From an optimization exercise on the open Yosys and OpenROAD flow, aimed at small area; shortcuts taken in it are not production practice. At most, simulation tests tie the RTL to the original design; equivalence was not proved.

==> job 7567: inputs <==
==> flow/design.v <==
`timescale 1ns / 1ps
module volt(
		clk,
		rst,
		power,
		ANODE,
		CATODE,
		UP,
		DOWN,
		GLITCH
    );
	input clk;
	input rst;
	input UP;
	input DOWN;
	input GLITCH;
	output power;
	output reg [3:0] ANODE;
	output reg [6:0] CATODE;
	reg [26:0] time_counter;
	reg power;
	reg [1:0] do_glitch;
	reg [15:0] displayed_number;
	localparam [26:0] button_delay = 19; 
	localparam [26:0] delay_voltage_drop = 1; 
	reg [26:0] current_max_count;
	always @(posedge clk )
    begin
		if(rst) begin
			time_counter <= 0;
			displayed_number <= 0;
			do_glitch = 0;
			current_max_count = button_delay;
			power = 1'b1;
		end
		else begin
			if(time_counter >= current_max_count) begin
				time_counter <= 0;
				if(UP) begin
					if(displayed_number < 9999) begin
						displayed_number <= displayed_number + 1;
					end
				end
				if(DOWN) begin
					if(displayed_number > 0) begin
						displayed_number <= displayed_number - 1;
					end				
				end
				if(do_glitch[0] == 1) begin
					if(displayed_number > 0) begin
						displayed_number <= displayed_number - 1;
					end
					else begin
						do_glitch[0] = 0;
						current_max_count = button_delay;
						power=1'b1;
					end
				end
			end
			else begin
				time_counter <= time_counter + 1;
			end
		if(GLITCH) begin
			current_max_count = delay_voltage_drop;
			do_glitch[0] = 1;
			power=1'b0;
		end
		end
    end    
	reg [5:0] refresh_counter;
	wire [1:0] LED_activating_counter; 
	always @(posedge clk)
    begin 
        if(rst)
            refresh_counter <= 0;
        else
            refresh_counter <= refresh_counter + 1;
    end 
	assign LED_activating_counter = refresh_counter[5:4];
	reg [3:0] LED_BCD;
	always @(*)
    begin
        case(LED_activating_counter)
        2'b00: begin
            ANODE = 4'b0111; 
            LED_BCD = displayed_number/1000;
              end
        2'b01: begin
            ANODE = 4'b1011; 
            LED_BCD = (displayed_number % 1000)/100;
              end
        2'b10: begin
            ANODE = 4'b1101; 
            LED_BCD = ((displayed_number % 1000)%100)/10;
                end
        2'b11: begin
            ANODE = 4'b1110; 
            LED_BCD = ((displayed_number % 1000)%100)%10;
               end
        endcase
    end
	always @(*)
    begin
        case(LED_BCD)
        4'b0000: CATODE = 7'b0000001;  
        4'b0001: CATODE = 7'b1001111;  
        4'b0010: CATODE = 7'b0010010;  
        4'b0011: CATODE = 7'b0000110;  
        4'b0100: CATODE = 7'b1001100;  
        4'b0101: CATODE = 7'b0100100;  
        4'b0110: CATODE = 7'b0100000;  
        4'b0111: CATODE = 7'b0001111;  
        4'b1000: CATODE = 7'b0000000;  
        4'b1001: CATODE = 7'b0000100;  
        default: CATODE = 7'b0000001;  
        endcase
    end
endmodule
==> flow/run.sh <==
#!/bin/bash
# synth_recipe.tcl (not shown) runs the flow's synth.tcl, then flattens the netlist and writes it again
# the make line also repeats each setting of config.mk as NAME=value (left out here)
make -C /OpenROAD-flow-scripts/flow DESIGN_CONFIG=/design/flow/config.mk WORK_HOME=/design/flow/orfs CLKGATE_MAP_FILE= SYNTH_SCRIPT=/design/flow/synth_recipe.tcl finish
==> flow/config.mk <==
export PLATFORM = sky130hd
export DESIGN_NAME = volt
export DESIGN_NICKNAME = volt
export VERILOG_FILES = /design/flow/design.v
export SDC_FILE = /design/flow/constraint.sdc
export NUM_CORES = 4
export LEC_CHECK = 0
export CAP_MARGIN = 20
export CORE_MARGIN = 2
export CORE_UTILIZATION = 40
export SLEW_MARGIN = 20
==> flow/constraint.sdc <==
create_clock -name core_clock -period 16.0 [get_ports {clk}]
set_input_delay 3.2000 -clock core_clock [delete_from_list [all_inputs] [get_ports {clk}]]
set_output_delay 3.2000 -clock core_clock [all_outputs]
set_load 0.01 [all_outputs]
==> job 7028 (differences from job 7567) <==
==> flow/design.v, changed modules only <==
module volt(
		clk,
		rst,
		power,
		ANODE,
		CATODE,
		UP,
		DOWN,
		GLITCH
    );
	input clk;
	input rst;
	input UP;
	input DOWN;
	input GLITCH;
	output reg power;
	output reg [3:0] ANODE;
	output reg [6:0] CATODE;
	reg [4:0] t;               
	reg [3:0] d0, d1, d2, d3;  
	reg [5:0] s;               
	wire glitching = ~power;
	wire step = glitching ? (|t) : (t[4] & t[1] & t[0]);
	wire z0 = ~|d0, z1 = ~|d1, z2 = ~|d2, z3 = ~|d3;
	wire n0 = d0[3] & d0[0], n1 = d1[3] & d1[0], n2 = d2[3] & d2[0], n3 = d3[3] & d3[0];
	wire is0 = z0 & z1 & z2 & z3;
	wire is9999 = n0 & n1 & n2 & n3;
	wire want_dec = glitching | DOWN;
	wire dec = step & want_dec & ~is0;
	wire inc = step & ~(want_dec & ~is0) & UP & ~is9999;
	function [3:0] tog;
		input [3:0] d;
		input u, e;
		begin
			tog[0] = u | e;
			tog[1] = (u & d[0] & ~d[3]) | (e & ~d[0] & (d[1] | d[2] | d[3]));
			tog[2] = (u & d[0] & d[1]) | (e & ~d[0] & ~d[1] & (d[2] | d[3]));
			tog[3] = (u & d[0] & (d[3] | (d[1] & d[2]))) | (e & ~d[0] & ~d[1] & ~d[2]);
		end
	endfunction
	wire u1 = inc & n0, u2 = u1 & n1, u3 = u2 & n2;
	wire e1 = dec & z0, e2 = e1 & z1, e3 = e2 & z2;
	always @(posedge clk) begin
		if (rst) begin
			t <= 0;
			d0 <= 0; d1 <= 0; d2 <= 0; d3 <= 0;
			power <= 1'b1;
			s <= 0;
		end else begin
			t <= step ? 5'd0 : t + 5'd1;
			d0 <= d0 ^ tog(d0, inc, dec);
			d1 <= d1 ^ tog(d1, u1, e1);
			d2 <= d2 ^ tog(d2, u2, e2);
			d3 <= d3 ^ tog(d3, u3, e3);
			if (GLITCH)
				power <= 1'b0;
			else if (step & glitching & is0)
				power <= 1'b1;
			s <= s + 6'd1;
		end
	end
	reg [3:0] bcd;
	always @(*) begin
		case (s[5:4])
		2'b00: begin ANODE = 4'b0111; bcd = d3; end
		2'b01: begin ANODE = 4'b1011; bcd = d2; end
		2'b10: begin ANODE = 4'b1101; bcd = d1; end
		2'b11: begin ANODE = 4'b1110; bcd = d0; end
		endcase
	end
	always @(*) begin
		case (bcd)
		4'd0: CATODE = 7'b0000001;
		4'd1: CATODE = 7'b1001111;
		4'd2: CATODE = 7'b0010010;
		4'd3: CATODE = 7'b0000110;
		4'd4: CATODE = 7'b1001100;
		4'd5: CATODE = 7'b0100100;
		4'd6: CATODE = 7'b0100000;
		4'd7: CATODE = 7'b0001111;
		4'd8: CATODE = 7'b0000000;
		4'd9: CATODE = 7'b0000100;
		default: CATODE = 7'b0000001;
		endcase
	end
endmodule
- ABC_AREA: not set -> 0
- CORE_UTILIZATION: 40 -> 70
- CTS_BUF_LIST: not set -> sky130_fd_sc_hd__clkbuf_16
==> job 743 (differences from job 7567) <==
==> flow/design.v, changed modules only <==
module volt(
		clk,
		rst,
		power,
		ANODE,
		CATODE,
		UP,
		DOWN,
		GLITCH
    );
	input clk;
	input rst;
	input UP;
	input DOWN;
	input GLITCH;
	output reg power;
	output reg [3:0] ANODE;
	output reg [6:0] CATODE;
	reg [4:0] t;               
	reg [3:0] d0, d1, d2, d3;  
	reg [5:0] s;               
	wire glitching = ~power;
	wire step = glitching ? (|t) : (t[4] & t[1] & t[0]);
	wire z0 = ~|d0, z1 = ~|d1, z2 = ~|d2, z3 = ~|d3;
	wire n0 = d0[3] & d0[0], n1 = d1[3] & d1[0], n2 = d2[3] & d2[0], n3 = d3[3] & d3[0];
	wire is0 = z0 & z1 & z2 & z3;
	wire is9999 = n0 & n1 & n2 & n3;
	wire want_dec = glitching | DOWN;
	wire dec = step & want_dec & ~is0;
	wire inc = step & ~(want_dec & ~is0) & UP & ~is9999;
	function [3:0] tog;
		input [3:0] d;
		input u, e;
		begin
			tog[0] = u | e;
			tog[1] = (u & d[0] & ~d[3]) | (e & ~d[0] & (d[1] | d[2] | d[3]));
			tog[2] = (u & d[0] & d[1]) | (e & ~d[0] & ~d[1] & (d[2] | d[3]));
			tog[3] = (u & d[0] & (d[3] | (d[1] & d[2]))) | (e & ~d[0] & ~d[1] & ~d[2]);
		end
	endfunction
	wire u1 = inc & n0, u2 = u1 & n1, u3 = u2 & n2;
	wire e1 = dec & z0, e2 = e1 & z1, e3 = e2 & z2;
	always @(posedge clk) begin
		if (rst) begin
			t <= 0;
			d0 <= 0; d1 <= 0; d2 <= 0; d3 <= 0;
			power <= 1'b1;
			s <= 0;
		end else begin
			t <= step ? 5'd0 : t + 5'd1;
			d0 <= d0 ^ tog(d0, inc, dec);
			d1 <= d1 ^ tog(d1, u1, e1);
			d2 <= d2 ^ tog(d2, u2, e2);
			d3 <= d3 ^ tog(d3, u3, e3);
			if (GLITCH)
				power <= 1'b0;
			else if (step & glitching & is0)
				power <= 1'b1;
			s <= s + 6'd1;
		end
	end
	reg [3:0] bcd;
	always @(*) begin
		case (s[5:4])
		2'b00: begin ANODE = 4'b0111; bcd = d3; end
		2'b01: begin ANODE = 4'b1011; bcd = d2; end
		2'b10: begin ANODE = 4'b1101; bcd = d1; end
		2'b11: begin ANODE = 4'b1110; bcd = d0; end
		endcase
	end
	always @(*) begin
		case (bcd)
		4'd0: CATODE = 7'b0000001;
		4'd1: CATODE = 7'b1001111;
		4'd2: CATODE = 7'b0010010;
		4'd3: CATODE = 7'b0000110;
		4'd4: CATODE = 7'b1001100;
		4'd5: CATODE = 7'b0100100;
		4'd6: CATODE = 7'b0100000;
		4'd7: CATODE = 7'b0001111;
		4'd8: CATODE = 7'b0000000;
		4'd9: CATODE = 7'b0000100;
		default: CATODE = 7'b0000001;
		endcase
	end
endmodule
- ABC_AREA: not set -> 0
- CORE_UTILIZATION: 40 -> 70
- CTS_BUF_LIST: not set -> sky130_fd_sc_hd__clkbuf_8
- CTS_CLUSTER_DIAMETER: not set -> 100
- CTS_CLUSTER_SIZE: not set -> 30
==> results.json <==
{
  "synthCells": 943,
  "status": "timing/DRC/antenna clean",
  "syn_area_per_cell_sq_um": 7.473,
  "layout.cells.non_filler": 1164,
  "die-height_um": 136.7,
  "wire_per_inst_um": 15.77,
  "place_ws_ns": 0.8670
}
The numbers above come from job 7567.

==> results.json <==
{
  "status": "timing/DRC/antenna clean",
  "syn_area_per_cell_sq_um": 8.235,
  "wire_per_inst_um": 16.61,
  "synthCells": 220,
  "synth-edff-count": 0,
  "place_ws_ns": 10.47,
  "die-height_um": 54.88,
  "layout.cells.non_filler": 257
}
The numbers above come from job 7028.

==> results.json <==
{
  "syn_area_per_cell_sq_um": 8.235,
  "layout.cells.non_filler": 257,
  "status": "timing/DRC/antenna clean",
  "wire_per_inst_um": 16.25
}
The numbers above come from job 743.

For job 7028 and job 743, only the layout was checked, not whether the RTL still works.

static timing again, ports no longer ideal:
Ports are ideal in the flow. The routed layouts listed here were re-timed in OpenROAD. Step 1 (the two cells are an assumption about what drives the block):
set clk [get_ports {clk}]
set_driving_cell -lib_cell sky130_fd_sc_hd__clkbuf_16 $clk
set_driving_cell -lib_cell sky130_fd_sc_hd__buf_2 [delete_from_list [all_inputs] $clk]
Step 2, shift: input delay + t, output delay - t, t = (earliest + latest rising clock arrival at the registers) / 2. This alone moves slack from input paths to output paths. Three values: no drivers, after step 1, after step 2; two values: the first two.
run	t (ns)	setup slack, ns	worst setup path at the end
job 7567	0.315	0.861 / 0.831 / 1.145	register to output
job 7028	0.297	10.230 / 10.198 / 10.405	input to register
job 743	0.309	10.262 / 10.234 / 10.351	input to register
After both steps every run listed still meets setup and hold.
